This design comes from an exercise in tuning for small area on the open sky130 flow, not from production work. Function was checked by simulation only, so behaviour that the tests miss may differ from the original. Power and IR drop assume default switching activity.

==> flow/design.v <==
`timescale 1ns / 1ps
module CRC32_64bKEEP(
  input  [47:0] i_mac ,
  output [3 :0] o_hash
);
  assign o_hash[0] = ^(i_mac & 48'h1b48df01d104) ^ 1'b1;
  assign o_hash[1] = ^(i_mac & 48'h3690be03a209) ^ 1'b1;
  assign o_hash[2] = ^(i_mac & 48'h6d207d074413);
  assign o_hash[3] = ^(i_mac & 48'hda40fa0e8826);
endmodule
`timescale 1ns / 1ps
module Hash_locating#(
    parameter       P_OUTPORT_WIDTH = 4     ,
    parameter       P_TABLE_DEPTH   = 16    ,
    parameter       P_MYTOR_ADDR    = 0
)(
    input                           i_clk               ,
    input                           i_rst               ,
    input  [47:0]                   i_update_dest_mac   ,
    input  [P_OUTPORT_WIDTH - 1:0]  i_update_outport    ,
    input                           i_update_flag       ,
    input                           i_update_valid      ,
    input                           i_seek_valid        ,
    input  [47:0]                   i_seek_dest_mac     ,
    input  [2 :0]                   i_seek_id           ,
    output [P_OUTPORT_WIDTH - 1:0]  o_seek_outport      ,
    output [2 + 1 :0]               o_seek_id           ,
    output                          o_seek_flag         ,
    output                          o_seek_valid
);
localparam W  = 44;                      
localparam PW = P_OUTPORT_WIDTH + 1;     
localparam SW = W + PW;                  
wire [3:0] w_hash_upd, w_hash_seek;
CRC32_64bKEEP crc_upd (.i_mac(i_update_dest_mac), .o_hash(w_hash_upd ));
CRC32_64bKEEP crc_seek(.i_mac(i_seek_dest_mac  ), .o_hash(w_hash_seek));
wire [3:0] w_bucket = i_update_valid ? w_hash_upd : w_hash_seek;
reg            ri_update_valid;
reg  [15:0]    ri_bsel;          
reg  [SW-1:0]  ri_update_entry;  
reg  [W-1:0]   ri_seek_key;      
reg  [2:0]     ri_seek_id;
reg            ri_seek_hit_ok;   
reg            ri_seek_zero;     
always @(posedge i_clk) begin
    ri_update_valid <= !i_rst && i_update_valid;
    ri_seek_hit_ok  <= !i_rst && i_seek_valid &&
                       (!i_update_valid || w_hash_upd == w_hash_seek);
    ri_seek_zero    <= !i_rst && i_seek_valid && i_seek_dest_mac == 48'd0;
    ri_bsel         <= 16'd1 << w_bucket;
    ri_update_entry <= {i_update_outport, i_update_flag,
                        i_update_dest_mac[47:12], i_update_dest_mac[7:0]};
    ri_seek_key     <= {i_seek_dest_mac[47:12], i_seek_dest_mac[7:0]};
    ri_seek_id      <= i_seek_id;
end
reg  [2:0]    r_num   [0:15];    
reg           r_full  [0:15];    
reg           r_wr_n  [0:15];    
wire [4*SW-1:0] w_bucket_data [0:15];
genvar gb, gs;
generate for (gb = 0; gb < 16; gb = gb + 1) begin : g_bucket
    wire w_upd = ri_update_valid && ri_bsel[gb];
    always @(posedge i_clk) begin
        if (i_rst) begin
            r_num[gb]  <= 3'd0;
            r_full[gb] <= 1'b0;
            r_wr_n[gb] <= 1'b1;
        end else if (w_upd) begin
            r_num[gb]  <= r_num[gb] + 3'd1;
            r_wr_n[gb] <= !(r_num[gb] + 3'd1 >= 3'd4);
            if (r_num[gb] == 3'd3)
                r_full[gb] <= 1'b1;
        end
    end
    for (gs = 0; gs < 4; gs = gs + 1) begin : g_slot
        reg  [SW-1:0] r_slot;
        wire w_at   = (r_num[gb][1:0] == gs);
        wire w_we   = w_upd && w_at && !r_num[gb][2];
        wire w_hold = !(w_upd && w_at && r_wr_n[gb]);
        always @(posedge i_clk)
            r_slot <= (r_slot & {SW{w_hold}}) | (ri_update_entry & {SW{w_we}});
        assign w_bucket_data[gb][gs*SW +: SW] = r_slot;
    end
end endgenerate
reg [4*SW-1:0] w_rd;
reg [2:0]      w_rd_num;
reg            w_rd_full;
integer k;
always @(*) begin
    w_rd      = {4*SW{1'b0}};
    w_rd_num  = 3'd0;
    w_rd_full = 1'b0;
    for (k = 0; k < 16; k = k + 1) begin
        w_rd      = w_rd      | ({4*SW{ri_bsel[k]}} & w_bucket_data[k]);
        w_rd_num  = w_rd_num  | ({3{ri_bsel[k]}} & r_num[k]);
        w_rd_full = w_rd_full | (ri_bsel[k] & r_full[k]);
    end
end
wire [3:0] w_valid, w_match;
wire [PW-1:0] w_pay [0:3];
generate for (gs = 0; gs < 4; gs = gs + 1) begin : g_cmp
    assign w_valid[gs] = w_rd_full || w_rd_num[2] || (w_rd_num[1:0] > gs);
    assign w_match[gs] = w_valid[gs] ? (w_rd[gs*SW +: W] == ri_seek_key) && ri_seek_hit_ok
                                     : ri_seek_zero;
    assign w_pay[gs]   = w_valid[gs] ? w_rd[gs*SW + W +: PW] : {PW{1'b0}};
end endgenerate
wire          w_hit = |w_match;
wire [PW-1:0] w_hit_pay = w_match[0] ? w_pay[0] :
                          w_match[1] ? w_pay[1] :
                          w_match[2] ? w_pay[2] :
                          w_match[3] ? w_pay[3] : {PW{1'b0}};
reg                          ro_seek_valid;
reg  [2:0]                   ro_seek_id;
reg  [PW-1:0]                ro_pay;
always @(posedge i_clk) begin
    if (i_rst || !w_hit) begin
        ro_seek_valid <= 1'b0;
        ro_seek_id    <= 3'd0;
        ro_pay        <= {PW{1'b0}};
    end else begin
        ro_seek_valid <= 1'b1;
        ro_seek_id    <= ri_seek_id;
        ro_pay        <= w_hit_pay;
    end
end
assign o_seek_outport = ro_pay[PW-1:1];
assign o_seek_flag    = ro_pay[0];
assign o_seek_id      = {ro_seek_id, ro_pay[0]};
assign o_seek_valid   = ro_seek_valid;
endmodule
==> flow/run.sh <==
#!/bin/bash
# synth_recipe.tcl (not shown) runs the flow's synth.tcl, then flattens the netlist and writes it again
# the make line also repeats each setting of config.mk as NAME=value (left out here)
make -C /OpenROAD-flow-scripts/flow DESIGN_CONFIG=/design/flow/config.mk WORK_HOME=/design/flow/orfs CLKGATE_MAP_FILE= SYNTH_SCRIPT=/design/flow/synth_recipe.tcl finish
==> flow/config.mk <==
export PLATFORM = sky130hd
export DESIGN_NAME = Hash_locating
export DESIGN_NICKNAME = Hash_locating
export VERILOG_FILES = /design/flow/design.v
export SDC_FILE = /design/flow/constraint.sdc
export NUM_CORES = 4
export LEC_CHECK = 0
export CAP_MARGIN = 10
export CORE_MARGIN = 2
export CORE_UTILIZATION = 65
export CTS_BUF_LIST = sky130_fd_sc_hd__clkbuf_16
export CTS_CLUSTER_DIAMETER = 80
export CTS_CLUSTER_SIZE = 25
export PLACE_DENSITY = 0.75
export SLEW_MARGIN = 10
==> flow/constraint.sdc <==
create_clock -name core_clock -period 10.0 [get_ports {i_clk}]
set_input_delay 2.0000 -clock core_clock [delete_from_list [all_inputs] [get_ports {i_clk}]]
set_output_delay 2.0000 -clock core_clock [all_outputs]
set_load 0.01 [all_outputs]
==> notes.md <==
status complete, but fails checks; SO Viols capacitance limit, slew limit; Die ar. around 0.19 mm^2; first-pass GRT wire length 731800 um; GP Congestion 0.9827; Fillers about 14000; Post-CTS Hold Buffers 0; die width 439.7 um; max_slew headroom -4.620%; Sequential Area 0.06699 mm^2; CP max stage cell nor4_1; CP Max Fanout 32; H-tree depth 4; initial drt markers 19360; CTS tree done; Synth cell types 52; WP buf/inv 2; CTS Buffer Depth 3; clock share of power 22.5%; router iterations before antenna repair 12; initial antenna violation count 22; CTS Buf Count 154; Total GRT Usage 51.85%; crit end category register; Flop pwr share 53.8%; worst skew pair latency approximately 0.90 ns; number of max-cap violations 3; Peak VDD IR 0.0002385 V; worst path required time 10.80 ns; # DRC 0; Syn Nets 10900; Buffers on Ports 117; worst slew pin tran ~1.6 ns; dominant synthesized flop cell dfxtp_1; NetSw about 11 mW; I/O pin count between 100 and 150; Tot Pwr 31.89 mW; Ys Warns 4; Worst Setup SP ri_bsel[6]; Worst-path clk slew 0.10 ns; routed wire length per instance 42.22 um; Post-CTS Resized 0; cell taking the most area after synthesis dfxtp_1; Mapped Cells 10700; Worst Setup Start Kind register; fin crit share 59.21%; share of the synthesized area in the top cell type 54.18%; Int Pwr 20.82 mW; critical path data arrival time about 6.7 ns; RSZ-0062 raised after global routing false; vias per std cell ~8.5; share of post-route cells with drive strength above 1 7.176%; # setup viols final 0; Initial Util 65.58%; final wirelength 523200 um; critical path's top delay family simple AND/OR/NAND/NOR gates; average size of a mapped cell roughly 12 um^2; P&R area growth vs syn 4.021%; Net Sw Frac 34.72%; largest net degree at the start of global routing 97; clock root buffer clkbuf_16; Die Y 439.7 um; Leak a little under 50 nW; via count ~110k; Core ar. 0.1882 mm^2; most frequent cells after synthesis 3901 x a22o_1, 3340 x dfxtp_1, 944 x clkbuf_1; pwr dens 248.4 mW/mm^2; class of the worst hold path reg -> reg; Mapped Area 0.1234 mm^2; hold wc startpoint ri_seek_id[0]; FP Rows 159; Crit Path Class reg -> reg; Area contributors post-synth dfxtp_1 54%, a22o_1 28%, a221oi_1 4.7%; Final min period 5.921 ns; sequential fraction of the synthesis area 54.18%; grt total ovfl 0; Gate power share a little under a quarter; Post-DRT Antenna Nets 0; footprint of the multi-input gates 0.05040 mm^2; R2R Path Start ri_bsel[6]; Synth async-reset ratio 0%; postcts setup bufs 0; Fmax 0.1689 GHz; Final Hold Viols 0; post-route setup TNS 0 ns; flops & latches, synth 3340; most common cell in the netlist a22o_1; Cell Chain, Critical Path buf_4, buf_4, a22o_1, a221oi_1, nand4_1, xor2_1, nor4_1, nand4_1, nor3_1, nor3_1, a21o_1, a21oi_2; EDFF count, synth 0; Clock Sinks between 3000 and 4000; max-slew violations 16; vias in the first global route about 100000; skew final 0.04744 ns; max incr delay on CP between 1 and 1.5 ns; Final HPWL DP 249700 um; fin nets around 10000
[sequential cells by signal, summed over array words and instances (netlist names)]
| signal | flops |
|---|---|
| ri_seek_zero | 1 |
| ro_seek_valid | 1 |
| ri_seek_hit_ok | 1 |
| ro_seek_id | 3 |
| ri_update_entry | 49 |
| g_bucket.g_slot.r_slot | 3136 |
| ri_update_valid | 1 |
| r_full | 16 |
| ri_bsel | 16 |
| r_wr_n | 16 |
| ri_seek_id | 3 |
| ri_seek_key | 44 |
| ro_pay | 5 |
| r_num | 48 |
[cell usage in the layout, fill, tap and decap left out, types with 25 or more instances in the layout]
master,netlist,final
nor2_1,149,89
nand4_1,261,261
clkdlybuf4s50_1,0,116
a21oi_1,52,52
buf_4,40,257
nor4_1,33,32
a22oi_1,61,61
xor2_1,157,157
dfxtp_1,3340,3272
o21ai_0,25,25
dfxtp_2,0,51
nand2_1,125,121
clkbuf_16,0,157
xnor2_1,125,122
ha_1,92,92
a221oi_2,100,100
nand3_1,26,26
nor2_4,0,60
a221oi_1,664,664
a22o_1,3901,3901
inv_1,76,80
[area by class of cell]
type	count	share of cell area [%]
clock inverters	21	0.1326
inverters	76	0.2222
multi-input cells	5895	39.26
repair buffers	391	2.676
clock buffers	157	3.060
flip-flops and latches	3340	52.18
well taps	2495	2.432
diodes	15	0.02924
[worst min-delay path: cells and delay by family, from the launching register on]
family                 cells  cell delay (ns)
buffers and inverters      1             0.05
flip-flops                 1             0.31
AND/OR/NAND/NOR            1             0.03
[kinds of logic after synthesis]
group | synth area share (%)
flip-flops | 54.18
AND/OR/NAND/NOR | 2.836
buffers and inverters | 5.379
AO/OA/AOI/OAI | 34.65
adder cells (fa/ha/maj) | 0.9327
multiplexers | 0.01723
XOR/XNOR | 2.001
[per-layer routing]
metal | vias to the layer above | track usage (%) | share of wire, %
li1 | 40370 | - | -
met1 | 50960 | 65.34 | 34
met2 | 10850 | 72.66 | 39
met3 | 2872 | 18.06 | 17
met4 | 16 | 39.51 | 9.7
met5 | - | 0 | 0.021
[power by group through the flow]
stage | sequential [mW] | combinational (mW) | clock (mW)
after floorplan | 16.5 | 4.98 | 0
after global placement | 17.2 | 6.87 | 0
after detailed placement | 17.3 | 6.97 | 0
after CTS | 17.0 | 7.02 | 7.07
after global routing | 17.3 | 7.46 | 7.54
final | 17.2 | 7.54 | 7.19
[worst paths after layout]
check                                endpoint  slack (ns)  cells past startpoint
worst max register to register      ro_pay[2]        4.08                     12
worst min register to register  ro_seek_id[0]        0.42                      2
worst max-delay path                ro_pay[2]        4.08                     12
worst min-delay path            ro_seek_id[0]        0.42                      2
[per-stage QoR]
stage	std cells	utilization, %	hold slack (ns)	instance area [um^2]	setup slack (ns)
after floorplan	10700	-	0.4079	123400	6.384
after global placement	12200	66.00	0.4118	124200	4.647
after detailed placement	12200	66.01	0.4123	124200	4.725
after CTS	12380	68.18	0.4285	128300	4.674
after global routing	12380	68.20	0.4431	128400	4.281
final	12390	68.21	0.4250	128400	4.079

-- port drivers added, routing unchanged --
The flow's constraints put no driver on any port. The routed layout listed below was extracted and timed again, unchanged, in two steps. Step 1: set_driving_cell puts a clkbuf_16 on i_clk and a buf_2 on each other input, an assumption about the parent block. Step 2 moves the port delays by t, midway between the first and last clock arrival at a register: inputs arrive t later, outputs are due t later. That takes back most of the time a late clock gives input paths. Three values: ideal ports, drivers, drivers and shift; two values: the first two.
t, ns: 0.981
setup slack, ns: 4.079 / 4.079 / 4.079
clock arrival spread, ns: 0.051 / 0.051
For this run, drivers alone change the setup slack by 0.000 ns; drivers and shift together by 0.000 ns.
